This design comes from an exercise in tuning for small area and a short achievable clock period on the open sky130 flow, not from production work.
Only simulation tests tie the RTL to the original design; equivalence was not proved.
Power and IR drop assume default switching activity.

**flow/config.mk**
```make
export PLATFORM = sky130hd
export DESIGN_NAME = whac_core
export DESIGN_NICKNAME = whac_core
export VERILOG_FILES = /design/flow/design.v
export SDC_FILE = /design/flow/constraint.sdc
export NUM_CORES = 4
export LEC_CHECK = 0
export ABC_AREA = 1
export CAP_MARGIN = 20
export CORE_MARGIN = 2
export CORE_UTILIZATION = 40
export CTS_CLUSTER_DIAMETER = 150
export CTS_CLUSTER_SIZE = 25
export SLEW_MARGIN = 20
```
**flow/constraint.sdc**
```tcl
create_clock -name core_clock -period 80.0 [get_ports {clk}]
set_input_delay 16.0000 -clock core_clock [delete_from_list [all_inputs] [get_ports {clk}]]
set_output_delay 16.0000 -clock core_clock [all_outputs]
set_load 0.01 [all_outputs]
```
**flow/design.v**
```verilog
module whac_core (
    input  wire        clk,
    input  wire        rst,         
    input  wire        pause,
    input  wire        ps2_clk,
    input  wire        ps2_data,
    output wire [11:0] x_pos,
    output wire [11:0] y_pos,
    output wire        left_btn,
    output wire        right_btn,
    output wire [11:0] mole_up,
    output wire        is_start,
    output wire [3:0]  level,
    output wire [2:0]  live,
    output wire [15:0] score,
    output wire [5:0]  note,
    output wire        beep
);
    function [17:0] add;
        input [17:0] a, b;
        input ci;
        integer k;
        reg c;
        begin
            c = ci;
            for (k = 0; k < 18; k = k + 1) begin
                add[k] = a[k] ^ b[k] ^ c;
                c = (a[k] & b[k]) | (c & (a[k] ^ b[k]));
            end
        end
    endfunction
    function ge;
        input [17:0] a, b;
        integer k;
        reg c;
        begin
            c = 1'b1;
            for (k = 0; k < 18; k = k + 1)
                c = (a[k] & ~b[k]) | (c & ~(a[k] ^ b[k]));
            ge = c;
        end
    endfunction
    reg rst_q;
    always @(posedge clk) rst_q <= rst;
    function [10:0] db11;    
        input [10:0] q;
        db11 = {q[9:0], q[10] ^ q[8] ^ (q[9:0] == 10'd0)};
    endfunction
    function [7:0] db8;      
        input [7:0] q;
        db8 = {q[6:0], q[7] ^ q[5] ^ q[4] ^ q[3] ^ (q[6:0] == 7'd0)};
    endfunction
    function [3:0] db4;      
        input [3:0] q;
        db4 = {q[2:0], q[3] ^ q[2] ^ (q[2:0] == 3'd0)};
    endfunction
    localparam [10:0] DIV1 = 11'd1, DIV1023 = 11'd2032;
    localparam [3:0] BC10 = 4'd11;
    reg [1:0] sync;
    reg [3:0] bc;           
    reg [1:0] cnt;          
    reg [9:0] sh;           
    reg [7:0] bx;           
    reg [1:0] bb;           
    reg       upd;          
    wire fall = sync[1] & ~sync[0];
    wire last = (bc == BC10);
    wire done = fall & last;
    always @(posedge clk) begin
        if (rst) sync <= 2'b11;
        else sync <= {sync[0], ps2_clk};
    end
    always @(posedge clk) begin
        if (rst_q) begin
            bc <= 4'd0;
            cnt <= 2'd0;
        end else begin
            if (fall) begin
                bc <= last ? 4'd0 : db4(bc);
                if (last) cnt <= cnt[1] ? 2'd0 : cnt + 2'd1;
            end
        end
    end
    always @(posedge clk) begin
        if (fall) sh <= {ps2_data, sh[9:1]};
        if (done & (cnt == 2'd0)) bb <= sh[2:1];
        if (done & (cnt == 2'd1)) bx <= sh[8:1];
        upd <= done & cnt[1];
    end
    reg [9:0] xp;
    reg [8:0] yp;
    reg lb, rb;
    wire [7:0] dy = sh[7:0];    
    wire [10:0] sx = add({8'd0, xp}, {{10{bx[7]}}, bx}, 1'b0);
    wire [10:0] sy = add({9'd0, yp}, {{10{dy[7]}}, dy}, 1'b0);
    wire [9:0] nx = sx[10] ? 10'd0 : ge({8'd0, sx[9:0]}, 18'd640) ? 10'd639 : sx[9:0];
    wire [8:0] ny = sy[10] ? 9'd0 : ge({8'd0, sy[9:0]}, 18'd480) ? 9'd479 : sy[8:0];
    always @(posedge clk) begin
        if (rst_q) begin
            xp <= 10'd320;
            yp <= 9'd240;
            lb <= 1'b0;
            rb <= 1'b0;
        end else if (upd) begin
            xp <= nx;
            yp <= ny;
            lb <= bb[0];
            rb <= bb[1];
        end
    end
    assign x_pos = {2'b00, xp};
    assign y_pos = {3'b000, yp};
    assign left_btn = lb;
    assign right_btn = rb;
    function inb;
        input [9:0] x;
        input [8:0] y;
        input [9:0] x0, x1;
        input [8:0] y0, y1;
        inb = ge({8'd0, x}, {8'd0, x0}) & ge({8'd0, x1}, {8'd0, x}) &
              ge({9'd0, y}, {9'd0, y0}) & ge({9'd0, y1}, {9'd0, y});
    endfunction
    wire [11:0] inbox;
    assign inbox[0]  = inb(xp, yp, 106, 151, 273, 307);
    assign inbox[1]  = inb(xp, yp, 230, 274, 270, 305);
    assign inbox[2]  = inb(xp, yp, 350, 392, 271, 306);
    assign inbox[3]  = inb(xp, yp, 470, 513, 270, 306);
    assign inbox[4]  = inb(xp, yp, 94,  140, 320, 352);
    assign inbox[5]  = inb(xp, yp, 224, 269, 320, 352);
    assign inbox[6]  = inb(xp, yp, 353, 400, 320, 352);
    assign inbox[7]  = inb(xp, yp, 480, 528, 320, 352);
    assign inbox[8]  = inb(xp, yp, 78,  125, 374, 408);
    assign inbox[9]  = inb(xp, yp, 218, 271, 374, 408);
    assign inbox[10] = inb(xp, yp, 357, 408, 374, 408);
    assign inbox[11] = inb(xp, yp, 496, 550, 374, 408);
    reg [15:0] rnd;
    reg [4:0] r25;
    reg [1:0] u;
    wire fb = rnd[15] ^ rnd[13] ^ rnd[12] ^ rnd[10];
    wire [4:0] r25n;   
    assign r25n[0] = (~r25[4] & ~r25[3] & ~r25[2] & fb) | (~r25[4] & ~r25[3] & fb & ~rnd[15]) | (~r25[4] & r25[2] & r25[1] & ~fb & rnd[15]) | (~r25[4] & r25[3] & ~fb & rnd[15]) | (~r25[4] & ~r25[2] & fb & ~rnd[15]) | (r25[3] & r25[2] & r25[0] & ~fb) | (r25[3] & r25[2] & r25[1] & ~fb) | (r25[4] & ~r25[3] & ~r25[2] & ~r25[1] & ~fb) | (r25[4] & ~fb & ~rnd[15]) | (r25[4] & r25[3] & fb & rnd[15]) | (r25[4] & r25[2] & fb & rnd[15]) | (r25[4] & r25[1] & fb & rnd[15]) | (~r25[4] & ~r25[3] & ~r25[1] & ~r25[0] & fb);
    assign r25n[1] = (~r25[4] & ~r25[3] & ~r25[2] & ~r25[0] & rnd[15]) | (~r25[4] & ~r25[3] & ~r25[1] & ~r25[0] & rnd[15]) | (~r25[4] & ~r25[3] & r25[0] & ~rnd[15]) | (~r25[4] & ~r25[0] & fb & rnd[15]) | (r25[3] & r25[0] & ~fb & rnd[15]) | (r25[0] & fb & ~rnd[15]) | (r25[4] & ~r25[0] & ~fb & ~rnd[15]) | (~r25[3] & ~r25[2] & ~r25[1] & ~r25[0] & fb & rnd[15]) | (r25[4] & r25[0] & ~fb & rnd[15]) | (r25[3] & r25[2] & r25[1] & ~r25[0] & ~fb & ~rnd[15]) | (r25[3] & ~r25[2] & r25[0] & ~rnd[15]) | (r25[4] & r25[2] & r25[0] & fb) | (r25[4] & r25[1] & r25[0] & fb) | (r25[2] & r25[1] & r25[0] & ~fb & rnd[15]);
    assign r25n[2] = (~r25[1] & ~r25[0] & rnd[15]) | (~r25[4] & ~r25[3] & ~r25[2] & r25[1] & r25[0]) | (~r25[4] & ~r25[3] & r25[1] & ~rnd[15]) | (~r25[4] & r25[1] & r25[0] & fb) | (r25[3] & ~r25[1] & ~fb & rnd[15]) | (r25[4] & ~r25[1] & ~r25[0] & ~fb) | (r25[1] & fb & ~rnd[15]) | (r25[4] & ~r25[1] & ~fb & rnd[15]) | (r25[1] & r25[0] & ~rnd[15]) | (r25[4] & r25[2] & ~r25[1] & rnd[15]) | (r25[3] & ~r25[2] & r25[1] & ~rnd[15]);
    assign r25n[3] = (~r25[4] & ~r25[3] & ~r25[2] & ~r25[1] & ~r25[0] & rnd[15]) | (~r25[4] & ~r25[3] & r25[2] & ~rnd[15]) | (r25[3] & ~r25[2] & r25[0] & fb & rnd[15]) | (r25[3] & ~r25[2] & r25[1] & rnd[15]) | (r25[3] & r25[2] & ~r25[1] & ~r25[0] & rnd[15]) | (r25[4] & ~r25[2] & fb & ~rnd[15]) | (r25[4] & r25[3] & rnd[15]) | (r25[4] & ~r25[2] & r25[0] & ~rnd[15]) | (r25[4] & ~r25[2] & ~r25[1] & r25[0] & fb) | (r25[4] & ~r25[2] & r25[1] & ~rnd[15]) | (r25[2] & ~r25[1] & ~r25[0] & ~fb & ~rnd[15]) | (r25[4] & r25[2] & r25[1] & rnd[15]) | (~r25[4] & r25[2] & ~r25[1] & r25[0] & ~fb & rnd[15]);
    assign r25n[4] = (~r25[4] & ~r25[3] & ~r25[2] & r25[1] & rnd[15]) | (~r25[4] & ~r25[3] & r25[2] & ~r25[1] & ~r25[0] & rnd[15]) | (r25[3] & ~r25[2] & ~rnd[15]) | (r25[3] & ~r25[1] & ~r25[0] & ~fb & ~rnd[15]) | (r25[3] & r25[2] & r25[0] & fb & rnd[15]) | (r25[4] & ~r25[3] & ~r25[2] & ~r25[1] & rnd[15]) | (r25[4] & r25[2] & fb & ~rnd[15]) | (r25[4] & r25[2] & r25[0] & ~rnd[15]) | (r25[4] & r25[2] & r25[1] & ~rnd[15]) | (r25[3] & r25[2] & r25[1] & rnd[15]) | (~r25[4] & ~r25[3] & ~r25[2] & r25[0] & rnd[15]) | (~r25[4] & ~r25[3] & ~r25[1] & r25[0] & ~fb & rnd[15]);
    wire [1:0] un;     
    assign un[0] = (u[1] & ~rnd[1] & ~rnd[15]) | (~u[1] & ~u[0] & rnd[1] & ~rnd[15]) | (u[1] & rnd[1] & rnd[15]) | (u[0] & ~rnd[1] & rnd[15]);
    assign un[1] = (~u[1] & ~u[0] & ~rnd[1] & rnd[15]) | (u[1] & rnd[1] & ~rnd[15]) | (u[0] & ~rnd[1] & ~rnd[15]) | (u[0] & rnd[1] & rnd[15]);
    always @(posedge clk) begin
        if (rst_q) begin
            rnd <= 16'hACE1;
            r25 <= 5'd7;        
            u <= 2'd0;          
        end else begin
            rnd <= {rnd[14:0], fb};
            r25 <= r25n;
            u <= un;
        end
    end
    wire [2:0] s = rnd[2:0];
    wire [2:0] k8 = s - r25[2:0];
    wire [7:0] k25;         
    assign k25[0] = (k8[0]);
    assign k25[1] = (k8[1]);
    assign k25[2] = (k8[2]);
    assign k25[3] = (k8[0]);
    assign k25[4] = (~k8[1] & k8[0]) | (k8[1] & ~k8[0]);
    assign k25[5] = (~k8[2] & k8[1] & ~k8[0]) | (k8[2] & ~k8[1]) | (k8[2] & k8[0]);
    assign k25[6] = (~k8[2] & k8[1] & k8[0]) | (k8[2] & ~k8[1]);
    assign k25[7] = (k8[2] & k8[1]);
    wire [7:0] m200 = add({13'd0, r25}, {10'd0, k25}, 1'b0);           
    wire [6:0] v_gap = add({13'd0, r25}, (rnd[0] ^ r25[0]) ? 18'd50 : 18'd25, 1'b0);   
    reg        started;
    reg [13:0] sc;
    reg [7:0]  tl;          
    reg [8:0]  rr;
    reg        gdec;        
    reg [11:0] mole;
    reg [3:0]  lvl;
    reg [2:0]  lives;
    reg        mclk, rclk, hit;
    wire is_win = lvl[3] & (lvl[2] | lvl[1]);
    wire is_lose = (lives == 3'd0);
    wire frozen = is_win | is_lose;
    wire mole_any = |mole;
    wire [3:0] d = gdec ? lvl - 4'd1 : lvl;
    wire unz = ge({9'd0, rr}, {14'd0, d});    
    wire tnz = (|tl) | unz;                   
    wire act = started & ~pause;              
    wire timeout = ~frozen & ~tnz;
    wire hitp = ~frozen & hit;
    wire gapload = timeout & mole_any | hitp;
    wire appear = timeout & ~mole_any;
    wire [13:0] thr;        
    assign thr[0] = 1'b0;
    assign thr[1] = 1'b0;
    assign thr[2] = (lvl[0]);
    assign thr[3] = (lvl[1]);
    assign thr[4] = (~lvl[2] & lvl[0]) | (lvl[2] & ~lvl[0]);
    assign thr[5] = (~lvl[3] & ~lvl[2] & ~lvl[1]) | (lvl[2] & lvl[1]) | (~lvl[2] & ~lvl[0]);
    assign thr[6] = (~lvl[3] & ~lvl[1]) | (~lvl[2] & lvl[1]);
    assign thr[7] = 1'b1;
    assign thr[8] = 1'b1;
    assign thr[9] = (~lvl[0]);
    assign thr[10] = (lvl[1] & lvl[0]) | (~lvl[1] & ~lvl[0]);
    assign thr[11] = (lvl[2] & lvl[0]) | (lvl[2] & lvl[1]) | (lvl[3] & ~lvl[0]);
    assign thr[12] = (lvl[3] & lvl[0]);
    assign thr[13] = 1'b0;
    wire lvup = ge({4'd0, sc}, {4'd0, thr});
    wire [1:0] a3, b3;
    wire [2:0] a5, a6, b6, a7, b7;
    wire [3:0] a9, b9;
    assign a3[0] = (~r25[4] & ~r25[3] & ~r25[2] & ~r25[1] & ~r25[0]) | (~r25[4] & ~r25[3] & ~r25[2] & r25[1] & r25[0]) | (~r25[4] & ~r25[3] & r25[2] & r25[1] & ~r25[0]) | (r25[3] & ~r25[2] & ~r25[1] & r25[0]) | (r25[3] & r25[2] & ~r25[1] & ~r25[0]) | (r25[4] & r25[3]) | (r25[4] & ~r25[2] & r25[1] & ~r25[0]) | (r25[4] & r25[2] & ~r25[1] & r25[0]) | (r25[3] & r25[2] & r25[1] & r25[0]);
    assign a3[1] = (~r25[4] & ~r25[3] & ~r25[2] & ~r25[1] & r25[0]) | (~r25[4] & ~r25[3] & r25[2] & ~r25[1] & ~r25[0]) | (~r25[4] & ~r25[3] & r25[2] & r25[1] & r25[0]) | (r25[3] & ~r25[2] & r25[1] & ~r25[0]) | (r25[4] & ~r25[3] & ~r25[2] & ~r25[1] & ~r25[0]) | (r25[4] & ~r25[2] & r25[1] & r25[0]) | (r25[3] & r25[2] & ~r25[1] & r25[0]) | (r25[4] & r25[2] & r25[1] & ~r25[0]);
    assign b3[0] = (~k8[2] & ~k8[1] & k8[0]) | (k8[2] & ~k8[1] & ~k8[0]) | (k8[2] & k8[1] & k8[0]);
    assign b3[1] = (~k8[2] & k8[1] & ~k8[0]) | (k8[2] & ~k8[1] & k8[0]);
    assign a5[0] = (~r25[4] & ~r25[3] & ~r25[2] & r25[0]) | (~r25[4] & ~r25[3] & r25[2] & r25[1] & ~r25[0]) | (~r25[4] & r25[3] & ~r25[2] & ~r25[1] & ~r25[0]) | (r25[3] & r25[2] & ~r25[1] & r25[0]) | (r25[4] & ~r25[3] & ~r25[2] & ~r25[0]) | (r25[4] & r25[2] & r25[0]) | (~r25[4] & ~r25[2] & r25[1] & r25[0]);
    assign a5[1] = (~r25[4] & r25[3] & ~r25[1] & ~r25[0]) | (r25[3] & r25[2] & ~r25[1]) | (r25[4] & ~r25[2] & ~r25[1] & r25[0]) | (r25[4] & r25[1] & ~r25[0]) | (~r25[4] & ~r25[3] & ~r25[2] & r25[1]) | (~r25[3] & r25[2] & r25[1] & r25[0]);
    assign a5[2] = (r25[4] & ~r25[2] & r25[1] & r25[0]) | (r25[4] & r25[3]) | (r25[3] & ~r25[2] & ~r25[1] & r25[0]) | (~r25[4] & ~r25[3] & r25[2] & ~r25[1] & ~r25[0]) | (r25[3] & r25[2] & r25[1] & ~r25[0]);
    assign a6[0] = (r25[0]);
    assign a6[1] = (~r25[4] & ~r25[3] & r25[2] & ~r25[1]) | (r25[3] & ~r25[2] & r25[1]) | (r25[4] & ~r25[3] & ~r25[2] & ~r25[1]) | (r25[4] & r25[2] & r25[1]);
    assign a6[2] = (~r25[4] & ~r25[3] & ~r25[2] & ~r25[1]) | (~r25[4] & ~r25[3] & r25[2] & r25[1]) | (r25[3] & r25[2] & ~r25[1]) | (r25[4] & r25[3]) | (r25[4] & ~r25[2] & r25[1]);
    assign b6[0] = (k8[0]);
    assign b6[1] = (~k8[2] & k8[1]);
    assign b6[2] = (k8[2] & ~k8[1]);
    assign a7[0] = (~r25[4] & ~r25[3] & ~r25[2] & r25[0]) | (~r25[3] & r25[2] & r25[1] & ~r25[0]) | (r25[3] & ~r25[2] & ~r25[0]) | (r25[4] & r25[2] & ~r25[0]) | (r25[3] & r25[2] & r25[0]) | (~r25[3] & ~r25[2] & ~r25[1] & r25[0]);
    assign a7[1] = (~r25[4] & ~r25[3] & ~r25[2] & ~r25[1]) | (~r25[4] & ~r25[3] & ~r25[1] & ~r25[0]) | (~r25[4] & r25[2] & r25[1] & r25[0]) | (~r25[4] & ~r25[2] & ~r25[1] & ~r25[0]) | (r25[3] & r25[1] & r25[0]) | (r25[4] & r25[1] & ~r25[0]) | (r25[4] & r25[2] & ~r25[1] & r25[0]) | (r25[3] & r25[2] & r25[1]);
    assign a7[2] = (~r25[4] & ~r25[2] & r25[1]) | (~r25[4] & ~r25[3] & r25[2] & ~r25[1] & ~r25[0]) | (r25[3] & ~r25[2] & r25[0]) | (r25[4] & ~r25[2] & ~r25[1]) | (r25[4] & r25[2] & r25[1] & r25[0]) | (r25[4] & ~r25[2] & ~r25[0]);
    assign b7[0] = (~k8[2] & k8[1]) | (k8[1] & ~k8[0]);
    assign b7[1] = (k8[2] & ~k8[1]) | (k8[2] & ~k8[0]);
    assign b7[2] = (~k8[2] & k8[0]) | (~k8[1] & k8[0]);
    assign a9[0] = (~r25[4] & ~r25[3] & ~r25[0]) | (r25[3] & r25[0]) | (r25[4] & r25[3]) | (r25[4] & r25[2] & ~r25[0]) | (r25[4] & r25[1] & ~r25[0]);
    assign a9[1] = (~r25[4] & ~r25[3] & ~r25[1] & r25[0]) | (~r25[4] & r25[1] & ~r25[0]) | (r25[3] & r25[1]) | (r25[4] & r25[3]) | (r25[4] & r25[1] & r25[0]) | (r25[4] & r25[2] & ~r25[1] & ~r25[0]);
    assign a9[2] = (~r25[4] & ~r25[3] & ~r25[2] & r25[1] & r25[0]) | (r25[3] & r25[2]) | (r25[4] & r25[3]) | (~r25[4] & r25[2] & ~r25[0]) | (r25[4] & r25[2] & r25[0]) | (r25[2] & ~r25[1] & r25[0]) | (r25[2] & r25[1] & ~r25[0]);
    assign a9[3] = (r25[4] & ~r25[3] & ~r25[2] & ~r25[1] & ~r25[0]) | (~r25[4] & ~r25[3] & r25[2] & r25[1] & r25[0]);
    assign b9[0] = (~k8[2] & k8[0]) | (~k8[2] & k8[1]) | (k8[2] & ~k8[1] & ~k8[0]);
    assign b9[1] = (~k8[2] & k8[0]) | (k8[2] & k8[1] & ~k8[0]);
    assign b9[2] = (~k8[2] & ~k8[1] & k8[0]) | (k8[1] & ~k8[0]) | (k8[2] & k8[1]);
    assign b9[3] = (k8[2] & ~k8[1] & k8[0]);
    reg  [3:0] ra, rb_;
    always @(*) begin
        case (lvl)
            4'd2: begin ra = 4'd0; rb_ = {3'd0, s[0]}; end
            4'd3: begin ra = {2'd0, a3}; rb_ = {2'd0, b3}; end
            4'd4: begin ra = 4'd0; rb_ = {2'd0, s[1:0]}; end
            4'd5: begin ra = {1'd0, a5}; rb_ = 4'd0; end
            4'd6: begin ra = {1'd0, a6}; rb_ = {1'd0, b6}; end
            4'd7: begin ra = {1'd0, a7}; rb_ = {1'd0, b7}; end
            4'd8: begin ra = 4'd4; rb_ = {1'd0, s}; end
            4'd9: begin ra = a9; rb_ = b9; end
            default: begin ra = 4'd0; rb_ = 4'd0; end
        endcase
    end
    wire [4:0] ry = add({14'd0, ra}, {14'd0, rb_}, 1'b0);
    wire [4:0] rz = add({13'd0, ry}, ~{14'd0, lvl}, 1'b1);
    wire [3:0] vrem = ge({13'd0, ry}, {14'd0, lvl}) ? rz[3:0] : ry[3:0];
    wire [6:0] k100 = 7'd100 - {3'd0, vrem};                      
    wire [8:0] lq = add({10'd0, m200}, {11'd0, k100}, 1'b0);      
    reg [11:0] mole_a;      
    wire [3:0] hole = {u, rnd[1:0]};
    wire clear_a = (frozen & rclk) | hitp | (timeout & mole_any);
    always @(*) begin
        mole_a = mole;
        if (clear_a) mole_a = 12'd0;
        else if (appear) mole_a = 12'd1 << hole;
    end
    wire hit_h = |(inbox & mole);                     
    wire [11:0] ibh = inbox >> hole;
    wire hit_a = ~clear_a & (appear ? ibh[0] : hit_h);
    always @(posedge clk) begin
        if (rst_q) begin
            started <= 1'b0;
            sc <= 14'd0;
            mole <= 12'd0;
            lvl <= 4'd1;
            lives <= 3'd5;
        end else if (!started) begin
            if (mclk) started <= 1'b1;
        end else if (!pause) begin
            mole <= mole_a;
            if (frozen) begin
                if (rclk) begin
                    started <= 1'b0;
                    sc <= 14'd0;
                    lvl <= 4'd1;
                    lives <= 3'd5;
                end
            end else begin
                if (timeout & mole_any) lives <= lives - 3'd1;
                if (hitp) begin
                    sc <= add({4'd0, sc}, {9'd0, rr}, 1'b0);
                    if (lvup) lvl <= lvl + 4'd1;
                end
            end
        end
    end
    always @(posedge clk) begin
        if (!started) begin
            tl <= 8'd0;
            rr <= 9'd0;
            gdec <= 1'b0;
        end else if (!pause & !frozen) begin
            if (appear) begin
                tl <= 8'd0;
                rr <= lq;
                gdec <= 1'b0;
            end else if (gapload) begin
                tl <= 8'd0;
                rr <= {2'b00, v_gap};
                gdec <= hitp & lvup;
            end else begin
                tl <= db8(tl);
                if (tl == 8'd0) rr <= add({9'd0, rr}, ~{14'd0, d}, 1'b1);
            end
        end
    end
    always @(posedge clk) begin
        mclk <= lb;
        rclk <= rb;
        hit <= lb & (act ? hit_a : hit_h);
    end
    assign mole_up = mole;
    assign is_start = started;
    assign level = lvl;
    assign live = lives;
    assign score = {2'b00, sc};
    reg [10:0] div;         
    reg        playing;
    reg [5:0]  p;
    reg [7:0]  pt;          
    reg [5:0]  note_r;
    reg        pwin, plose;
    reg [2:0]  plive;
    reg [13:0] psc;
    wire [2:0]  m_lc;       
    wire [5:0]  m_note;
    wire [0:0]  m_end;
    wire [16:0] per;
    localparam [5:0] B_WIN = 6'd0;
    localparam [5:0] B_CLICK = 6'd23;
    localparam [5:0] B_SCORE = 6'd28;
    localparam [5:0] B_LIVE = 6'd36;
    localparam [5:0] B_LOSE = 6'd43;
    assign m_lc[0] = (~p[5] & ~p[4] & p[2] & p[1]) | (~p[5] & p[4] & ~p[3] & ~p[0]) | (~p[5] & p[4] & ~p[2] & ~p[1]) | (p[5] & ~p[4] & ~p[1] & p[0]) | (p[5] & p[2] & p[1] & ~p[0]) | (p[5] & ~p[3] & p[2] & ~p[1]);
    assign m_lc[1] = (~p[5] & p[2] & p[1]) | (p[5] & p[3] & ~p[2] & ~p[1]) | (p[4] & ~p[3] & ~p[1]) | (p[4] & p[1] & ~p[0]) | (p[4] & p[2]) | (p[2] & p[1] & p[0]) | (p[5] & p[3] & ~p[1] & p[0]);
    assign m_lc[2] = (~p[5] & ~p[4]) | (p[5] & p[3] & p[2]) | (p[4] & ~p[3] & ~p[0]) | (p[4] & ~p[3] & ~p[1]) | (~p[4] & p[3] & p[1] & p[0]);
    assign m_note[0] = (~p[5] & p[2] & ~p[1] & p[0]) | (p[5] & p[4] & ~p[1]) | (p[4] & ~p[3] & p[2]) | (p[4] & p[3] & ~p[1] & ~p[0]) | (~p[5] & p[3] & ~p[2] & p[1] & ~p[0]) | (~p[4] & ~p[3] & ~p[2] & p[1] & ~p[0]);
    assign m_note[1] = (p[4] & p[2] & p[1] & p[0]) | (p[5] & p[3] & ~p[2] & ~p[1] & ~p[0]) | (p[5] & p[2] & p[0]) | (~p[5] & ~p[4] & ~p[3]) | (p[4] & ~p[3] & ~p[1]) | (~p[5] & p[4] & ~p[2] & p[1] & ~p[0]) | (~p[4] & ~p[3] & p[1]) | (p[5] & p[3] & p[1] & p[0]);
    assign m_note[2] = (~p[5] & ~p[4] & ~p[3] & ~p[2] & ~p[0]) | (p[5] & ~p[3] & p[2] & ~p[0]) | (~p[4] & p[3] & ~p[2] & ~p[1] & p[0]) | (~p[5] & p[3] & p[2] & ~p[1] & ~p[0]) | (p[5] & p[3] & p[2] & p[1] & p[0]) | (p[5] & p[4] & ~p[0]) | (p[4] & p[3] & p[1] & ~p[0]) | (~p[5] & ~p[4] & ~p[3] & p[1]) | (~p[5] & ~p[3] & p[2] & ~p[1] & p[0]);
    assign m_note[3] = (~p[5] & p[3] & ~p[2] & p[1] & ~p[0]) | (p[4] & p[3] & p[2] & p[1] & p[0]) | (~p[4] & p[3] & p[2] & ~p[1]) | (~p[4] & ~p[3] & p[2] & p[1]) | (~p[4] & ~p[2] & ~p[1] & p[0]) | (~p[5] & p[2] & ~p[1] & ~p[0]) | (p[5] & ~p[4] & ~p[2] & p[0]) | (~p[4] & ~p[3] & ~p[2] & p[0]) | (~p[5] & ~p[4] & ~p[3] & ~p[2] & ~p[1]);
    assign m_note[4] = (p[3] & ~p[2] & ~p[1] & ~p[0]) | (~p[5] & ~p[4] & p[3] & p[1] & p[0]) | (~p[5] & p[3] & p[2] & p[1]) | (~p[5] & p[4] & ~p[3] & ~p[0]) | (~p[5] & p[4] & ~p[1] & p[0]) | (p[5] & ~p[4] & ~p[3] & p[1]) | (p[4] & p[2] & p[1]);
    assign m_note[5] = (p[5] & ~p[3] & p[2] & ~p[1]);
    assign m_end[0] = (p[5] & ~p[4] & ~p[3] & ~p[2]) | (p[4] & ~p[2] & p[1] & p[0]) | (p[5] & p[3] & ~p[2] & p[1] & ~p[0]);
    assign per[0] = (~note_r[5] & ~note_r[4] & ~note_r[3] & ~note_r[1]) | (note_r[2] & ~note_r[1] & note_r[0]) | (note_r[4] & ~note_r[3] & ~note_r[2] & ~note_r[0]) | (~note_r[4] & ~note_r[3] & ~note_r[2] & note_r[0]);
    assign per[1] = (note_r[2] & ~note_r[1] & note_r[0]) | (~note_r[5] & ~note_r[4] & ~note_r[3] & note_r[1]) | (note_r[5] & note_r[2]) | (~note_r[4] & note_r[3] & ~note_r[2] & note_r[1]);
    assign per[2] = (note_r[5]) | (~note_r[4] & note_r[3] & note_r[2] & ~note_r[0]) | (~note_r[3] & note_r[2] & note_r[0]) | (~note_r[3] & ~note_r[1] & note_r[0]);
    assign per[3] = (note_r[5]) | (note_r[3] & ~note_r[1]) | (~note_r[1] & note_r[0]) | (note_r[4] & note_r[2]) | (~note_r[4] & ~note_r[3] & note_r[0]) | (note_r[4] & ~note_r[3] & note_r[1] & ~note_r[0]);
    assign per[4] = (~note_r[2] & ~note_r[1] & ~note_r[0]) | (note_r[4] & note_r[3] & ~note_r[2]) | (note_r[3] & ~note_r[1] & ~note_r[0]) | (~note_r[3] & note_r[2] & note_r[0]) | (note_r[5] & ~note_r[2]);
    assign per[5] = (note_r[5]) | (~note_r[4] & note_r[3] & note_r[1]) | (note_r[3] & ~note_r[2] & ~note_r[1]) | (note_r[2] & note_r[1] & ~note_r[0]) | (~note_r[3] & ~note_r[2] & ~note_r[0]);
    assign per[6] = (note_r[5]) | (note_r[4] & note_r[1] & note_r[0]) | (note_r[3] & note_r[2] & note_r[1]) | (~note_r[2] & ~note_r[1] & ~note_r[0]) | (note_r[4] & note_r[2]) | (note_r[3] & ~note_r[1] & ~note_r[0]);
    assign per[7] = (~note_r[2] & ~note_r[1] & ~note_r[0]) | (note_r[2] & note_r[0]) | (note_r[4] & note_r[3] & note_r[2]) | (note_r[4] & ~note_r[2] & ~note_r[1]) | (~note_r[4] & ~note_r[3] & note_r[0]) | (note_r[4] & ~note_r[3] & note_r[1] & ~note_r[0]);
    assign per[8] = (note_r[5]) | (note_r[3] & ~note_r[1] & ~note_r[0]) | (note_r[4] & note_r[2]) | (note_r[4] & ~note_r[1]) | (~note_r[4] & ~note_r[2] & ~note_r[0]) | (note_r[4] & ~note_r[3] & ~note_r[0]);
    assign per[9] = (~note_r[3] & ~note_r[2] & ~note_r[0]) | (~note_r[4] & note_r[3] & note_r[2] & ~note_r[0]) | (note_r[4] & ~note_r[2] & ~note_r[1]) | (~note_r[5] & ~note_r[4] & ~note_r[3] & ~note_r[1]) | (~note_r[4] & ~note_r[2] & note_r[1] & ~note_r[0]);
    assign per[10] = (~note_r[4] & ~note_r[2] & note_r[1]) | (note_r[3] & note_r[2] & ~note_r[1]) | (~note_r[1] & note_r[0]) | (~note_r[3] & ~note_r[2] & ~note_r[0]) | (note_r[4] & note_r[3] & note_r[2]);
    assign per[11] = (~note_r[5] & ~note_r[4] & ~note_r[3]) | (~note_r[5] & ~note_r[2] & ~note_r[0]) | (note_r[3] & note_r[0]) | (note_r[1] & note_r[0]);
    assign per[12] = (note_r[2] & ~note_r[1] & note_r[0]) | (~note_r[4] & note_r[1] & ~note_r[0]) | (note_r[4] & ~note_r[2] & ~note_r[1]) | (~note_r[4] & ~note_r[3] & ~note_r[1]) | (note_r[3] & ~note_r[2] & ~note_r[0]);
    assign per[13] = (~note_r[4] & ~note_r[3] & ~note_r[1]) | (~note_r[4] & note_r[3] & note_r[2] & note_r[1]) | (note_r[3] & note_r[0]) | (note_r[5]) | (note_r[3] & ~note_r[2] & ~note_r[1]);
    assign per[14] = (note_r[3] & ~note_r[1] & ~note_r[0]) | (note_r[3] & ~note_r[2]) | (note_r[4] & note_r[3]) | (~note_r[4] & ~note_r[2] & note_r[0]);
    assign per[15] = (~note_r[4] & note_r[3]) | (note_r[4] & ~note_r[3]);
    assign per[16] = (~note_r[5] & ~note_r[4] & ~note_r[3]);
    wire tick = (div == DIV1023);
    wire ev_win = is_win & ~pwin;
    wire ev_lose = is_lose & ~plose;
    wire ev_score = ~ge({4'd0, psc}, {4'd0, sc});           
    wire ev_live = ~ge({15'd0, lives}, {15'd0, plive});     
    wire pt_hit;
    assign pt_hit = ((m_lc == 3'd0) & (pt == 8'd0)) |
        ((m_lc == 3'd1) & (pt == 8'd92)) |
        ((m_lc == 3'd2) & (pt == 8'd50)) |
        ((m_lc == 3'd3) & (pt == 8'd130)) |
        ((m_lc == 3'd4) & (pt == 8'd136)) |
        ((m_lc == 3'd5) & (pt == 8'd177)) |
        ((m_lc == 3'd6) & (pt == 8'd169)) |
        ((m_lc == 3'd7) & (pt == 8'd14));
    always @(posedge clk) begin
        if (rst_q) begin
            div <= DIV1;
            playing <= 1'b0;
            note_r <= 6'd0;
            pwin <= 1'b0;
            plose <= 1'b0;
            plive <= 3'd5;
            psc <= 14'd0;
        end else begin
            div <= db11(div);
            if (tick) begin
                if (playing) begin
                    if (pt_hit) begin
                        if (m_end) begin
                            playing <= 1'b0;
                            note_r <= 6'd0;
                        end else begin
                            note_r <= m_note;
                        end
                    end
                end else if (ev_win | ev_lose | ev_score | ev_live | mclk) begin
                    playing <= 1'b1;
                end
                pwin <= is_win;
                plose <= is_lose;
                plive <= lives;
                psc <= sc;
            end
        end
    end
    always @(posedge clk) begin
        if (tick) begin
            if (playing) begin
                if (pt_hit) begin
                    pt <= 8'd0;
                    p <= p + 6'd1;
                end else begin
                    pt <= db8(pt);
                end
            end else begin
                pt <= 8'd0;
                if (ev_win) p <= B_WIN;
                else if (ev_lose) p <= B_LOSE;
                else if (ev_score) p <= B_SCORE;
                else if (ev_live) p <= B_LIVE;
                else p <= B_CLICK;
            end
        end
    end
    assign note = note_r;
    reg [16:0] cnt_b;
    reg        beep_r;
    always @(posedge clk) begin
        if (note_r == 6'd0) begin
            cnt_b <= 17'd0;
            beep_r <= 1'b0;
        end else if (ge({1'b0, cnt_b}, {1'b0, per})) begin
            cnt_b <= 17'd0;
            beep_r <= ~beep_r;
        end else begin
            cnt_b <= cnt_b + 17'd1;
        end
    end
    assign beep = beep_r;
endmodule
```
**flow/flow/run.sh**
```bash
#!/bin/bash
set -euo pipefail
export BUFFER_PORTS_ARGS="-buffer_cell sky130_fd_sc_hd__buf_2"
bash standard.sh > standard.log 2>&1
```
**flow/standard.sh**
```bash
#!/bin/bash
# synth_recipe.tcl (not shown) runs the flow's synth.tcl, then flattens the netlist and writes it again
# the make line also repeats each setting of config.mk as NAME=value (left out here)
make -C /OpenROAD-flow-scripts/flow DESIGN_CONFIG=/design/flow/config.mk WORK_HOME=/design/flow/orfs CLKGATE_MAP_FILE= SYNTH_SCRIPT=/design/flow/synth_recipe.tcl "${@:-finish}"
```
==> parameters.txt, run 1 <==
Parameter                              Value

Layout
  Proportion of layout cells with a drive suffix above 1 ... 8.02%
  Number of antenna diodes ... 0
  Final core utilization ... 44.4%
  Number of fillers in the final layout ... 3394
  NumNets Final ... 1957
  Synthesis-to-finish area growth ... 9.34%

Critical path
  Slowest stage cell, crit path ... nor2_1
  Type of origin of the critical path ... input port
  Crit end category ... register
  Internal reg-to-reg setup slack ... 71.72 ns
  Cell count of the worst reg-to-reg path ... 35
  Critical path, cell by cell ... buf_2, nor2_1, inv_1, nor2_1, inv_1, nor2_1, nor2_1, inv_1, nand2_1, o21ai_0, a21oi_1
  Largest driver fanout on the critical path ... 17
  Critical Path Most Common Cell ... nor2_1
  Critical Setup Path Class ... input port to register
  Capturing instance or port of the critical path ... lvl[2]$_SDFFE_PP0P_
  Critical register-to-register path endpoint ... rr[7]$_SDFFE_PN0P_
  Largest stage delay on the critical path ... 0.66 ns
  Arrival time worst endpoint ... 18.16 ns
  Crit path launch ... pause
  Reg-to-Reg Start ... r25[1]$_SDFF_PP1_
  Critical path data required time ... 80.34 ns

Placed design
  Input/output buffers ... 66
  Worst Setup Slack post-DPL ... 61.78 ns
  Placer congestion estimate ... 0.933
  Total half-perimeter wirelength after legalization and detailed placement ... 26.4 mm

Logic synthesis
  Gate Count Post-Synth ... 1790
  Synth unique cells ... 58
  Share of synthesized registers carrying an async set or reset ... 0%
  Most instantiated flip-flop cell in the synthesis netlist ... dfxtp_1
  Count of flip-flops with a built-in enable after synthesis ... 34
  Part of the Yosys area used for sequential elements ... 32.6%
  Synth Register Bits ... 198
  Syn_area_per_cell ... 7.38 sq um
  Warning count from the yosys run ... 1
  Syn Std Cell Area ... 13200 sq um

Pwr
  Share of power burned in registers ... 38.0%
  Internal power ... 179 uW
  Portion of total power attributed to the clock network ... 30.0%
  Leakage power ... 6.21 nW
  Switching power total ... 108 uW
  Share of power burned in combinational logic ... 32.0%
  Power consumption ... 287 uW
  Worst IR drop on VDD ... 0.0179 mV
  Switching fraction of total power ... 37.6%
  Total power density per cell area ... 19.9 nW/um^2

Clock tree
  Clock root cell ... clkbuf_16
  Count of hold-fix buffers inserted at cts ... 0
  TritonCTS Buffers ... 17
  Clock Sink Count ... 198
  Source-to-sink clock delay at the later pin of the worst-skew pair ... 0.46 ns
  Post-cts sizing count ... 0
  Clock transition at the register clock pins on the worst setup and hold paths after CTS ... 0.08 ns
  CTS tree ... yes
  Setup bufs post-CTS ... 0
  Max H-tree Level ... 4
  Worst-case clock buffer depth ... 2

GRT
  Wire length of the first global-routing pass ... 58.4 mm
  Antenna violations before repair ... 0
  Gr ovfl total ... 0
  All-layer global routing usage ... 21.0%
  Maximum number of pins on one net before global-route repair ... 72
  Via count of the first global-routing pass ... 11517

Floorplanning
  Number of primary I/O pins ... 74
  Effective utilization at floorplan ... 40.6%
  Total core area ... 32500 sq um
  # rows ... 66
  Die Width ... 186 um
  Die area ... 34500 sq um
  Vertical die dimension ... 186 um

Timing
  Period utilization ... 22.3%
  Setup repair after global routing missed its margin ... no
  Worst setup skew after layout ... 0.0253 ns
  Hold Fails Final Rpt ... 0
  Total of endpoints with negative setup slack in the final report ... 0
  Clock period minus final worst setup slack ... 17.82 ns
  Highest clock frequency the design can meet ... 0.0561 GHz
  Slew Limit Headroom ... 32.6%
  Slew at the pin with the worst max-slew slack ... 1.01 ns
  Final setup slack of the worst path ... 62.18 ns
  Setup TNS Final ... 0 ns
  Count of final max-slew check failures ... 0
  Minimum hold slack ... 0.391 ns

Route
  Antenna viol nets, final ... 0
  First-pass iteration count of the detailed router ... 5
  DRC viols ... 0
  Via count ... 12033
  Routed via count divided by cell count ... 5.29
  WL/cell ... 15.3 um
  Total wirelength of the detailed-routed design ... 34.8 mm
  Initial detailed-routing violation count ... 926

Worst hold path
  Type of the most critical hold path ... register to register

Job
  # Max-Cap Violations ... 0

Status
  Outcome ... timing/DRC/antenna clean
## synthesized netlist by cell type (3+ instances only)
cell	n	share of area, %
o22ai_1	12	0.57
o2111ai_1	8	0.53
o41ai_1	3	0.20
a41oi_1	3	0.20
a311oi_1	3	0.20
clkinv_1	5	0.14
a2111oi_0	9	0.60
o31ai_1	7	0.40
a21o_1	4	0.23
dfxtp_1	164	25
a22oi_1	3	0.17
buf_2	7	0.27
fa_1	45	6.8
xnor2_1	11	0.73
nor2_1	218	6.2
nor2_2	10	0.47
inv_2	4	0.11
nand2_1	282	8.0
buf_4	7	0.40
a31o_2	3	0.20
o221ai_1	4	0.27
edfxtp_1	34	7.7
xor2_1	16	1.1
o211ai_1	17	0.97
a211oi_1	22	1.3
clkbuf_1	49	1.4
a21oi_1	124	4.7
o21bai_1	6	0.34
inv_1	275	7.8
o21ai_0	133	5.0
ha_1	86	8.2
o311ai_0	3	0.20
or2_2	18	0.85
o21a_1	7	0.40
a221oi_1	5	0.33
nand4_1	16	0.76
nor3_1	45	1.7
a31oi_1	16	0.76
nand3_1	66	2.5
nor4_1	19	0.90
## state kept, by name (all words and copies together) (netlist names), 4 cells and up
name and count:
cnt_b 17, sh 10, mole 12, pt 8, lvl 4, div 11
rnd 16, p 6, tl 8, bc 4, sc 14, note_r 6
bx 8, rr 9, psc 14, xp 10, r25 5, yp 9
## power groups by stage
stage / sequential [mW] / clock, mW / combinational (mW)
6_report: 0.109 / 0.0863 / 0.0919
5_1_grt: 0.110 / 0.0928 / 0.103
4_1_cts: 0.109 / 0.0889 / 0.0911
3_5_place_dp: 0.111 / 0 / 0.0904
3_3_place_gp: 0.111 / 0 / 0.0908
2_1_floorplan: 0.107 / 0 / 0.0690
## worst max-delay path, delay by kind of cell
family	cells	cell delay [ns]
compound gates	2	0.22
buf+inv	4	0.73
simple gates	5	1.20
## cells by family (layout without fill, tap and decap cells)
family                     after synthesis  after routing  synth area share [%]
AOI/OAI and AO/OA                      401            401                  18.2
xor gates and xnor gates                27             27                  1.79
adders and majority gates              131            131                  15.0
buffers and inverters                  350            388                  10.4
DFF                                    198            198                  32.6
muxes                                    2              2                 0.171
other                                    1              7                0.0284
and+or+nand+nor                        680            680                  21.8
## cell type report
class | count | area (sq um) | share of cell area [%]
clock buffer | 17 | 425 | 2.95
clock inverter | 15 | 153 | 1.06
inverter | 285 | 1070 | 7.44
multi-input combinational | 1248 | 7560 | 52.3
sequential | 198 | 4310 | 29.8
tap | 442 | 553 | 3.83
timing repair buffer | 71 | 368 | 2.55
## layout by cell type (no fill, tap or decap), drive strengths merged, types with 45 or more instances in the layout
cell type,count
nor3,45
nand2,283
dfxtp,164
a21oi,124
inv,288
ha,86
nand3,67
fa,45
nor2,229
buf,71
o21ai,135
## per-layer routing
layer,vias up,GRT usage (%),routed length (um)
li1,6010,-,-
met1,5587,27.8,16000
met2,381,34.2,16200
met3,55,3.78,1800
met4,0,7.72,769
met5,-,0,0
## per-stage QoR
| stage | instance area (sq um) | cells |
|---|---|---|
| final | 14400 | 2276 |
| after detailed placement | 13900 | 2244 |
| after floorplan | 13200 | 1796 |
| after global routing | 14400 | 2276 |
| after CTS | 14400 | 2276 |
| after global placement | 13900 | 2244 |
## how the worst min path moves through the flow
stage                             from  slack [ns]                 end  cells past startpoint
detailed placement     rb$_SDFFE_PP0P_        0.38        rclk$_DFF_P_                      0
global route           rb$_SDFFE_PP0P_        0.40        rclk$_DFF_P_                      0
CTS                    rb$_SDFFE_PP0P_        0.39        rclk$_DFF_P_                      0
global placement       rb$_SDFFE_PP0P_        0.38        rclk$_DFF_P_                      0
floorplan           rnd[11]$_SDFF_PP1_        0.39  rnd[12]$_SDFF_PP0_                      2
finish                 rb$_SDFFE_PP0P_        0.39        rclk$_DFF_P_                      0
==> inputs of run 2 (changes only) <==
--- a/flow/design.v
+++ b/flow/design.v
@@ -60,5 +60,5 @@
     reg [3:0] bc;           
     reg [1:0] cnt;          
-    reg [9:0] sh;           
+    reg [8:0] sh;           
     reg [7:0] bx;           
     reg [1:0] bb;           
@@ -83,7 +83,7 @@
     end
     always @(posedge clk) begin
-        if (fall) sh <= {ps2_data, sh[9:1]};
-        if (done & (cnt == 2'd0)) bb <= sh[2:1];
-        if (done & (cnt == 2'd1)) bx <= sh[8:1];
+        if (fall & ~last) sh <= {ps2_data, sh[8:1]};
+        if (done & (cnt == 2'd0)) bb <= sh[1:0];
+        if (done & (cnt == 2'd1)) bx <= sh[7:0];
         upd <= done & cnt[1];
     end
@@ -337,19 +337,19 @@
     wire [0:0]  m_end;
     wire [16:0] per;
-    localparam [5:0] B_WIN = 6'd0;
+    localparam [5:0] B_LOSE = 6'd0;
+    localparam [5:0] B_LIVE = 6'd13;
     localparam [5:0] B_CLICK = 6'd23;
-    localparam [5:0] B_SCORE = 6'd28;
-    localparam [5:0] B_LIVE = 6'd36;
-    localparam [5:0] B_LOSE = 6'd43;
-    assign m_lc[0] = (~p[5] & ~p[4] & p[2] & p[1]) | (~p[5] & p[4] & ~p[3] & ~p[0]) | (~p[5] & p[4] & ~p[2] & ~p[1]) | (p[5] & ~p[4] & ~p[1] & p[0]) | (p[5] & p[2] & p[1] & ~p[0]) | (p[5] & ~p[3] & p[2] & ~p[1]);
-    assign m_lc[1] = (~p[5] & p[2] & p[1]) | (p[5] & p[3] & ~p[2] & ~p[1]) | (p[4] & ~p[3] & ~p[1]) | (p[4] & p[1] & ~p[0]) | (p[4] & p[2]) | (p[2] & p[1] & p[0]) | (p[5] & p[3] & ~p[1] & p[0]);
-    assign m_lc[2] = (~p[5] & ~p[4]) | (p[5] & p[3] & p[2]) | (p[4] & ~p[3] & ~p[0]) | (p[4] & ~p[3] & ~p[1]) | (~p[4] & p[3] & p[1] & p[0]);
-    assign m_note[0] = (~p[5] & p[2] & ~p[1] & p[0]) | (p[5] & p[4] & ~p[1]) | (p[4] & ~p[3] & p[2]) | (p[4] & p[3] & ~p[1] & ~p[0]) | (~p[5] & p[3] & ~p[2] & p[1] & ~p[0]) | (~p[4] & ~p[3] & ~p[2] & p[1] & ~p[0]);
-    assign m_note[1] = (p[4] & p[2] & p[1] & p[0]) | (p[5] & p[3] & ~p[2] & ~p[1] & ~p[0]) | (p[5] & p[2] & p[0]) | (~p[5] & ~p[4] & ~p[3]) | (p[4] & ~p[3] & ~p[1]) | (~p[5] & p[4] & ~p[2] & p[1] & ~p[0]) | (~p[4] & ~p[3] & p[1]) | (p[5] & p[3] & p[1] & p[0]);
-    assign m_note[2] = (~p[5] & ~p[4] & ~p[3] & ~p[2] & ~p[0]) | (p[5] & ~p[3] & p[2] & ~p[0]) | (~p[4] & p[3] & ~p[2] & ~p[1] & p[0]) | (~p[5] & p[3] & p[2] & ~p[1] & ~p[0]) | (p[5] & p[3] & p[2] & p[1] & p[0]) | (p[5] & p[4] & ~p[0]) | (p[4] & p[3] & p[1] & ~p[0]) | (~p[5] & ~p[4] & ~p[3] & p[1]) | (~p[5] & ~p[3] & p[2] & ~p[1] & p[0]);
-    assign m_note[3] = (~p[5] & p[3] & ~p[2] & p[1] & ~p[0]) | (p[4] & p[3] & p[2] & p[1] & p[0]) | (~p[4] & p[3] & p[2] & ~p[1]) | (~p[4] & ~p[3] & p[2] & p[1]) | (~p[4] & ~p[2] & ~p[1] & p[0]) | (~p[5] & p[2] & ~p[1] & ~p[0]) | (p[5] & ~p[4] & ~p[2] & p[0]) | (~p[4] & ~p[3] & ~p[2] & p[0]) | (~p[5] & ~p[4] & ~p[3] & ~p[2] & ~p[1]);
-    assign m_note[4] = (p[3] & ~p[2] & ~p[1] & ~p[0]) | (~p[5] & ~p[4] & p[3] & p[1] & p[0]) | (~p[5] & p[3] & p[2] & p[1]) | (~p[5] & p[4] & ~p[3] & ~p[0]) | (~p[5] & p[4] & ~p[1] & p[0]) | (p[5] & ~p[4] & ~p[3] & p[1]) | (p[4] & p[2] & p[1]);
-    assign m_note[5] = (p[5] & ~p[3] & p[2] & ~p[1]);
-    assign m_end[0] = (p[5] & ~p[4] & ~p[3] & ~p[2]) | (p[4] & ~p[2] & p[1] & p[0]) | (p[5] & p[3] & ~p[2] & p[1] & ~p[0]);
+    localparam [5:0] B_WIN = 6'd32;
+    localparam [5:0] B_SCORE = 6'd55;
+    assign m_lc[0] = (~p[4] & ~p[2]) | (p[5] & ~p[4]) | (~p[2] & p[1] & p[0]) | (p[5] & ~p[3] & ~p[2]);
+    assign m_lc[1] = (~p[5] & ~p[3] & p[2]) | (~p[5] & ~p[3] & ~p[1]) | (p[5] & ~p[4] & ~p[2]) | (p[4] & p[2]) | (p[5] & p[3] & ~p[1]) | (~p[3] & p[2] & ~p[1]) | (p[4] & p[3] & p[1] & ~p[0]) | (~p[4] & ~p[2] & p[0]);
+    assign m_lc[2] = (~p[4] & ~p[3] & p[2]) | (~p[3] & p[1] & ~p[0]) | (p[5] & ~p[4]) | (p[5] & ~p[3] & ~p[1]) | (~p[4] & ~p[3] & ~p[1]);
+    assign m_note[0] = (p[5] & ~p[4] & ~p[2] & p[1] & ~p[0]) | (~p[3] & p[2] & ~p[1] & p[0]) | (~p[5] & ~p[3] & p[2] & p[1] & ~p[0]) | (p[5] & p[2] & ~p[1] & p[0]) | (p[4] & p[2]) | (p[4] & p[3] & ~p[1] & ~p[0]) | (~p[5] & p[4] & p[3] & ~p[0]);
+    assign m_note[1] = (~p[3] & p[2] & ~p[1]) | (p[4] & ~p[3] & ~p[1]) | (p[5] & ~p[4] & ~p[3]) | (~p[5] & p[4] & p[2]) | (~p[4] & ~p[3] & ~p[0]) | (~p[5] & ~p[4] & p[3] & p[1]) | (p[4] & p[3] & p[1] & ~p[0]) | (p[5] & ~p[3] & ~p[0]);
+    assign m_note[2] = (~p[5] & p[2] & ~p[1]) | (p[5] & ~p[4] & ~p[3] & ~p[2] & ~p[0]) | (p[5] & ~p[4] & ~p[3] & p[1]) | (p[3] & p[2] & ~p[1] & ~p[0]) | (~p[5] & p[4] & p[1] & ~p[0]) | (~p[5] & ~p[4] & p[2] & p[0]) | (p[5] & ~p[3] & p[2] & p[0]) | (p[5] & p[3] & ~p[2] & ~p[1] & p[0]);
+    assign m_note[3] = (p[3] & ~p[2] & p[1] & ~p[0]) | (~p[5] & ~p[3] & ~p[2] & ~p[0]) | (~p[4] & ~p[2] & ~p[1] & p[0]) | (p[5] & ~p[3] & p[2] & p[1]) | (p[5] & p[2] & ~p[1] & ~p[0]) | (p[5] & p[3] & p[2] & ~p[1]) | (~p[4] & ~p[3] & ~p[2] & ~p[1]) | (p[5] & ~p[4] & ~p[3] & p[1] & p[0]) | (~p[5] & p[3] & p[2] & p[1] & p[0]);
+    assign m_note[4] = (p[4] & ~p[1]) | (p[5] & p[3] & ~p[2] & ~p[1] & ~p[0]) | (~p[4] & p[3] & p[1] & p[0]) | (p[5] & p[4] & ~p[0]) | (p[5] & p[3] & p[2] & p[1]) | (~p[5] & p[4] & p[2]);
+    assign m_note[5] = (~p[5] & p[3] & p[2] & ~p[1]) | (~p[5] & p[3] & p[2] & ~p[0]);
+    assign m_end[0] = (p[4] & ~p[2] & p[1] & p[0]) | (~p[5] & ~p[4] & p[3] & ~p[2]);
     assign per[0] = (~note_r[5] & ~note_r[4] & ~note_r[3] & ~note_r[1]) | (note_r[2] & ~note_r[1] & note_r[0]) | (note_r[4] & ~note_r[3] & ~note_r[2] & ~note_r[0]) | (~note_r[4] & ~note_r[3] & ~note_r[2] & note_r[0]);
     assign per[1] = (note_r[2] & ~note_r[1] & note_r[0]) | (~note_r[5] & ~note_r[4] & ~note_r[3] & note_r[1]) | (note_r[5] & note_r[2]) | (~note_r[4] & note_r[3] & ~note_r[2] & note_r[1]);
@@ -375,12 +375,12 @@
     wire ev_live = ~ge({15'd0, lives}, {15'd0, plive});     
     wire pt_hit;
-    assign pt_hit = ((m_lc == 3'd0) & (pt == 8'd0)) |
-        ((m_lc == 3'd1) & (pt == 8'd92)) |
+    assign pt_hit = ((m_lc == 3'd1) & (pt == 8'd0)) |
+        ((m_lc == 3'd0) & (pt == 8'd92)) |
         ((m_lc == 3'd2) & (pt == 8'd50)) |
-        ((m_lc == 3'd3) & (pt == 8'd130)) |
-        ((m_lc == 3'd4) & (pt == 8'd136)) |
-        ((m_lc == 3'd5) & (pt == 8'd177)) |
+        ((m_lc == 3'd4) & (pt == 8'd130)) |
+        ((m_lc == 3'd7) & (pt == 8'd136)) |
+        ((m_lc == 3'd3) & (pt == 8'd177)) |
         ((m_lc == 3'd6) & (pt == 8'd169)) |
-        ((m_lc == 3'd7) & (pt == 8'd14));
+        ((m_lc == 3'd5) & (pt == 8'd14));
     always @(posedge clk) begin
         if (rst_q) begin
==> flow/flow/run.sh (replaced) <==
#!/bin/bash
set -euo pipefail
export BUFFER_PORTS_ARGS="-buffer_cell sky130_fd_sc_hd__buf_2"
export SETUP_SLACK_MARGIN=62.8
bash standard.sh > standard.log 2>&1
--- a/flow/config.mk
+++ b/flow/config.mk
@@ -9,6 +9,7 @@
 export CAP_MARGIN = 20
 export CORE_MARGIN = 2
-export CORE_UTILIZATION = 40
+export CORE_UTILIZATION = 60
 export CTS_CLUSTER_DIAMETER = 150
 export CTS_CLUSTER_SIZE = 25
+export PLACE_DENSITY = 0.7
 export SLEW_MARGIN = 20
==> run 2 against run 1 <==
  * Wire length fell by 4.2%
  * Clock power rose by 3.8%
  * Combinational power fell by 2%
  * Core utilization rose by 22 points
  * Highest routed layer unchanged
  * Critical path type is now register to output port
  * Still clean
  * Critical path depth fell by 10
  * Power barely moved
==> parameters.txt, run 2 <==
Parameter                              Value

Status
  Outcome ... timing/DRC/antenna clean

Route
  Via count ... 12107
  Initial detailed-routing violation count ... 1200
  Antenna viol nets, final ... 0
  First-pass iteration count of the detailed router ... 7
  DRC viols ... 0
  WL/cell ... 15.8 um
  Routed via count divided by cell count ... 5.71
  Total wirelength of the detailed-routed design ... 33.4 mm

Critical path
  Largest driver fanout on the critical path ... 7
  Crit path max-delay family ... flip-flops
  Largest stage delay on the critical path ... 0.51 ns
  Arrival time worst endpoint ... 1.15 ns
  Buffer and inverter count on the worst path ... 1
  Critical path, cell by cell ... buf_2
  Critical Setup Path Class ... register to output port
  Critical path data required time ... 64.00 ns
  Crit end category ... output port
  Slowest stage cell, crit path ... dfxtp_1
  Type of origin of the critical path ... register

Placed design
  Worst Setup Slack post-DPL ... 62.02 ns
  Cell area reported after detailed placement ... 13700 sq um
  Total half-perimeter wirelength after legalization and detailed placement ... 24.9 mm
  Placer congestion estimate ... 0.954
  Input/output buffers ... 66

Logic synthesis
  Most common cell in the netlist ... inv_1
  Part of the Yosys area used for sequential elements ... 32.4%
  Synth Register Bits ... 197
  Gate Count Post-Synth ... 1782
  Most instantiated flip-flop cell in the synthesis netlist ... dfxtp_1
  Share of Yosys cell area claimed by the top area cell type ... 24.9%
  Syn Std Cell Area ... 13200 sq um
  Warning count from the yosys run ... 1
  Share of synthesized registers carrying an async set or reset ... 0%
  Count of flip-flops with a built-in enable after synthesis ... 33
  Synth Area in Compound Gates ... 17.6%
  Synthesized-area fraction occupied by and/or/nand/nor cells ... 22.3%
  Most frequent cells after synthesis ... inv_1, nand2_1, nor2_1, dfxtp_1, o21ai_0
  Dominant cell type by area after synthesis ... dfxtp_1
  Syn_area_per_cell ... 7.40 sq um
  Post-synthesis mux area share ... 0.171%
  Post-synthesis share of cell area spent on full adders, half adders and majority gates ... 15.0%
  Synth unique cells ... 60
  Largest family of logic cells by synthesized area ... simple AND/OR/NAND/NOR gates
  Xor and xnor fraction of the mapped netlist area ... 2.06%
  Leading cell types by total area after synthesis ... dfxtp_1, ha_1, inv_1

Clock tree
  Count of hold-fix buffers inserted at cts ... 0
  Clock root cell ... clkbuf_16
  CTS tree ... yes
  Worst-case clock buffer depth ... 2
  Clock Sink Count ... 197
  Source-to-sink clock delay at the later pin of the worst-skew pair ... 0.45 ns
  TritonCTS Buffers ... 17
  Clock transition at the register clock pins on the worst setup and hold paths after CTS ... 0.08 ns
  Max H-tree Level ... 4

Layout
  Register with the most flip-flops ... cnt_b
  Most used cells in the layout excluding fill and tap cells ... inv_1, nand2_1, nor2_1
  Post-route cell area ... 14400 sq um
  Largest registers ranked by flip-flop count ... cnt_b: 17 flops, rnd: 16 flops
  Number of fillers in the final layout ... 1911
  Synthesis-to-finish area growth ... 8.85%
  NumNets Final ... 1961
  Commonest non-fill, non-tap cell in the layout ... inv_1
  Flip-flop count of the largest register after layout ... 17
  Final core utilization ... 66.2%
  Proportion of layout cells with a drive suffix above 1 ... 9.30%

Floorplanning
  Die area ... 23200 sq um
  Die Width ... 152 um
  # rows ... 54
  Number of primary I/O pins ... 74
  Vertical die dimension ... 152 um
  Effective utilization at floorplan ... 60.8%
  Total core area ... 21700 sq um

Timing
  Clock period minus final worst setup slack ... 17.15 ns
  Setup TNS Final ... 0 ns
  Highest clock frequency the design can meet ... 0.0583 GHz
  Setup repair after global routing missed its margin ... yes
  Count of final max-slew check failures ... 0
  Slew Limit Headroom ... 46.1%
  Period utilization ... 21.4%
  Total of endpoints with negative setup slack in the final report ... 0
  Slew at the pin with the worst max-slew slack ... 0.801 ns
  Final setup slack of the worst path ... 62.85 ns
  Worst setup skew after layout ... 0.0173 ns
  Hold Fails Final Rpt ... 0

Pwr
  Switching power total ... 107 uW
  Share of power burned in combinational logic ... 31.3%
  Worst IR drop on VDD ... 0.0167 mV
  Portion of total power attributed to the clock network ... 31.2%
  Internal power ... 181 uW
  Power consumption ... 287 uW
  Total power density per cell area ... 20.0 nW/um^2
  Share of power burned in registers ... 37.5%
  Leakage power ... 6.25 nW
  Switching fraction of total power ... 37.1%

GRT
  Via count of the first global-routing pass ... 11598
  All-layer global routing usage ... 28.9%
  Wire length of the first global-routing pass ... 55.9 mm
  Gr ovfl total ... 0
  Maximum number of pins on one net before global-route repair ... 44
  Antenna violations before repair ... 0

Job
  # Max-Cap Violations ... 0

Worst hold path
  Type of the most critical hold path ... register to register
## run 2: layout make-up
class                      instances  area [sq um]  area share [%]
timing repair buffer              79           428            2.98
clock buffer                      17           425            2.96
clock inverter                    15           183            1.27
antenna                            1          2.50          0.0174
inverter                         287          1080            7.55
sequential                       197          4300            29.9
tap                              280           350            2.44
multi-input combinational       1243          7590            52.9
## run 2: cells by family after synthesis
| kind of cell | count (synthesis) |
|---|---|
| DFF | 197 |
| and+or+nand+nor | 676 |
| other | 1 |
| AOI/OAI and AO/OA | 395 |
| buffers and inverters | 349 |
| adders and majority gates | 131 |
| xor gates and xnor gates | 31 |
| muxes | 2 |
## run 2: metal layers
| layer | track usage (%) | vias to the layer above | routed length (um) |
|---|---|---|---|
| li1 | - | 5996 | - |
| met1 | 38.6 | 5570 | 14900 |
| met2 | 47.6 | 449 | 15700 |
| met3 | 3.90 | 92 | 1810 |
| met4 | 11.8 | 0 | 1030 |
| met5 | 0 | - | 0 |
## run 2: path summary, 6_finish.rpt
path | start | to | slack (ns) | cells past startpoint
max reg2reg | r25[1]$_SDFF_PP1_ | rr[7]$_SDFFE_PN0P_ | 71.42 | 32
min reg2reg | rb$_SDFFE_PP0P_ | rclk$_DFF_P_ | 0.39 | 0
min | rb$_SDFFE_PP0P_ | rclk$_DFF_P_ | 0.39 | 0
max | xp[6]$_SDFFE_PP1P_ | x_pos[6] | 62.85 | 1
## run 2: power by group through the flow
stage	registers, mW	logic [mW]	clock network, mW
floorplan	0.107	0.0681	0
global placement	0.110	0.0874	0
detailed placement	0.110	0.0879	0
CTS	0.108	0.0891	0.0909
global route	0.108	0.104	0.0948
finish	0.108	0.0901	0.0896
## run 2: timing repair
item,4_1_cts,5_1_grt
gates cloned,0,1
resized for setup,11,10
buffers inserted,0,6
pin swaps,1,1
endpoints found under the setup margin,23,11
## run 2: through the flow
step                      hold WS [ns]  instances
after floorplan                  0.388       1788
after CTS                        0.382       2111
after global routing             0.392       2118
after detailed placement         0.366       2079
after global placement           0.353       2079
final                            0.386       2119
==> inputs of run 3 (changes only) <==
==> flow/flow/run.sh (replaced) <==
#!/bin/bash
set -euo pipefail
export BUFFER_PORTS_ARGS="-buffer_cell sky130_fd_sc_hd__buf_2"
export SETUP_SLACK_MARGIN=62.5
bash standard.sh > standard.log 2>&1
==> run 3 against run 2 <==
  * Clock power decreased by 5.2%
  * Clock skew increased by 0.00081 ns
  * Maximum frequency decreased by 1.3%
  * Non-clock buffer count decreased by 7
  * Count of clock-buffer cells in the layout increased by 2
  * Area after synthesis unchanged
  * Combinational power decreased by 3.0%
  * Design area decreased by 0.97%
  * Sequential power about the same
  * First-iteration DRC count decreased by 20%
  * Power decreased by 2.5%
  * Sequential share of layout area increased by 0.14 points
  * Largest power group unchanged
==> parameters.txt, run 3 <==
Parameter                              Value

Logic synthesis
  Part of the Yosys area used for sequential elements ... 32.4%
  Share of Yosys cell area claimed by the top area cell type ... 24.9%
  Leading cell types by total area after synthesis ... dfxtp_1, ha_1, inv_1
  Syn Std Cell Area ... 13200 sq um
  Share of synthesized registers carrying an async set or reset ... 0%
  Synth Register Bits ... 197
  Warning count from the yosys run ... 1
  Most frequent cells after synthesis ... inv_1, nand2_1, nor2_1, dfxtp_1, o21ai_0
  Syn_area_per_cell ... 7.40 sq um
  Most instantiated flip-flop cell in the synthesis netlist ... dfxtp_1
  Dominant cell type by area after synthesis ... dfxtp_1
  Gate Count Post-Synth ... 1782
  Synth unique cells ... 60
  Most common cell in the netlist ... inv_1
  Count of flip-flops with a built-in enable after synthesis ... 33

Timing
  Minimum hold slack ... 0.370 ns
  Slew at the pin with the worst max-slew slack ... 0.830 ns
  Highest clock frequency the design can meet ... 0.0575 GHz
  Hold Fails Final Rpt ... 0
  Setup repair after global routing missed its margin ... no
  Setup TNS Final ... 0 ns
  Final setup slack of the worst path ... 62.62 ns
  Worst setup skew after layout ... 0.0181 ns
  Slew Limit Headroom ... 44.7%
  Period utilization ... 21.7%
  Count of final max-slew check failures ... 0
  Total of endpoints with negative setup slack in the final report ... 0
  Clock period minus final worst setup slack ... 17.38 ns

Clock tree
  Max H-tree Level ... 4
  Count of hold-fix buffers inserted at cts ... 0
  Clock Sink Count ... 197
  TritonCTS Buffers ... 17
  Post-cts sizing count ... 0
  Clock transition at the register clock pins on the worst setup and hold paths after CTS ... 0.08 ns
  Clock root cell ... clkbuf_16
  Setup bufs post-CTS ... 0
  Worst-case clock buffer depth ... 2
  Source-to-sink clock delay at the later pin of the worst-skew pair ... 0.44 ns
  CTS tree ... yes

Layout
  Proportion of layout cells with a drive suffix above 1 ... 7.76%
  Register with the most flip-flops ... cnt_b
  Number of fillers in the final layout ... 1912
  Synthesis-to-finish area growth ... 7.80%
  Post-route cell area ... 14200 sq um
  Final core utilization ... 65.6%
  NumNets Final ... 1953
  Flip-flop count of the largest register after layout ... 17
  Largest registers ranked by flip-flop count ... cnt_b: 17 flops, rnd: 16 flops
  Number of antenna diodes ... 0
  Most used cells in the layout excluding fill and tap cells ... inv_1, nand2_1, nor2_1
  Commonest non-fill, non-tap cell in the layout ... inv_1

Route
  Routed via count divided by cell count ... 5.70
  Total wirelength of the detailed-routed design ... 33.0 mm
  DRC viols ... 0
  Initial detailed-routing violation count ... 963
  Antenna viol nets, final ... 0
  Via count ... 12031
  WL/cell ... 15.6 um
  First-pass iteration count of the detailed router ... 6

Placed design
  Worst Setup Slack post-DPL ... 62.13 ns
  Input/output buffers ... 66
  Cell area reported after detailed placement ... 13600 sq um
  Total half-perimeter wirelength after legalization and detailed placement ... 24.6 mm
  Placer congestion estimate ... 0.979

GRT
  Maximum number of pins on one net before global-route repair ... 75
  Wire length of the first global-routing pass ... 55.4 mm
  Via count of the first global-routing pass ... 11491
  Gr ovfl total ... 0
  All-layer global routing usage ... 28.5%
  Antenna violations before repair ... 0

Critical path
  Crit end category ... output port
  Crit path launch ... xp[7]$_SDFFE_PP0P_
  Buffer and inverter count on the worst path ... 1
  Reg-to-Reg Start ... r25[1]$_SDFF_PP1_
  Critical path, cell by cell ... buf_2
  Critical path data required time ... 64.00 ns
  Slowest stage cell, crit path ... dfxtp_1
  Type of origin of the critical path ... register
  Crit path max-delay family ... flip-flops
  Critical Setup Path Class ... register to output port
  Largest driver fanout on the critical path ... 16
  Largest stage delay on the critical path ... 0.70 ns
  Arrival time worst endpoint ... 1.38 ns

Pwr
  Switching power total ... 103 uW
  Share of power burned in combinational logic ... 31.2%
  Internal power ... 177 uW
  Share of power burned in registers ... 38.5%
  Switching fraction of total power ... 36.9%
  Leakage power ... 6.19 nW
  Total power density per cell area ... 19.7 nW/um^2
  Worst IR drop on VDD ... 0.0176 mV
  Portion of total power attributed to the clock network ... 30.3%

Status
  Outcome ... timing/DRC/antenna clean

Worst hold path
  Origin of the worst min-delay path ... rb$_SDFFE_PP0P_
  Type of the most critical hold path ... register to register

Job
  # Max-Cap Violations ... 0

Floorplanning
  Vertical die dimension ... 152 um
  Effective utilization at floorplan ... 60.8%
  Die Width ... 152 um
  Number of primary I/O pins ... 74
  # rows ... 54
  Total core area ... 21700 sq um
  Die area ... 23200 sq um
run 3: cell counts after synthesis:
Identical to the previous run, type by type.
run 3: power groups by stage:
stage | clock network (mW) | logic (mW) | registers (mW)
floorplan | 0 | 0.0681 | 0.107
global placement | 0 | 0.0852 | 0.110
detailed placement | 0 | 0.0855 | 0.110
CTS | 0.0862 | 0.0861 | 0.108
global route | 0.0901 | 0.0994 | 0.108
finish | 0.0849 | 0.0874 | 0.108
run 3: metrics by stage:
| step | instances | power [mW] |
|---|---|---|
| floorplan | 1788 | 0.175 |
| global placement | 2078 | 0.195 |
| detailed placement | 2078 | 0.195 |
| CTS | 2110 | 0.280 |
| global route | 2110 | 0.298 |
| finish | 2110 | 0.280 |
run 3: area by class of cell:
class                   count  area (sq um)  area share [%]
multi-input cells        1242          7570            53.3
flip-flops and latches    197          4280            30.1
inverters                 287          1080            7.59
clock buffers              19           433            3.04
repair buffers             72           375            2.64
well taps                 280           350            2.46
clock inverters            13           133           0.933
run 3: cell families after synthesis:
family | share of synthesized area (%)
AO/OA/AOI/OAI | 17.6
other | 0.0284
buffers and inverters | 10.4
XOR/XNOR | 2.06
adder cells (fa/ha/maj) | 15.0
AND/OR/NAND/NOR | 22.3
flip-flops | 32.4
multiplexers | 0.171
run 3: path summary, 6_finish.rpt:
path,end,slack [ns],depth (start not counted)
setup / recovery,x_pos[7],62.62,1
hold / removal,rclk$_DFF_P_,0.37,0
setup reg to reg,rr[7]$_SDFFE_PN0P_,71.44,36
hold reg to reg,rclk$_DFF_P_,0.37,0
run 3: layer usage:
layer | up-vias | part of all wire, % | global-route usage [%]
li1 | 5979 | - | -
met5 | - | 0 | 0
met2 | 451 | 48 | 48.5
met4 | 0 | 2.6 | 9.92
met1 | 5522 | 44 | 37.6
met3 | 79 | 5.5 | 3.70

==> separate check: timing with driven ports <==
The flow's constraints put no driver on any port. The routed layouts listed below were extracted and timed again, unchanged, in two steps. Step 1 assumes that a clkbuf_16 drives the clock port and a buf_2 every other input. Step 2 times the ports against the registers' clock, not the clock port: input delays grow and output delays shrink by t, the midpoint of the rising clock arrivals with the driver on. Slacks: ideal ports / drivers / drivers and shift; pairs: ideal ports / drivers.
| run | shift t [ns] | setup WS [ns] | worst setup path at the end |
|---|---|---|---|
| run 1 | 0.498 | 62.182 / 62.208 / 61.710 | input to register |
| run 2 | 0.490 | 62.847 / 62.797 / 62.376 | input to register |
| run 3 | 0.478 | 62.618 / 62.573 / 62.270 | input to register |
After both steps setup and hold are still met in every run listed. For run 1, which loses most, drivers alone change the setup slack by +0.026 ns; drivers and shift together by -0.472 ns.
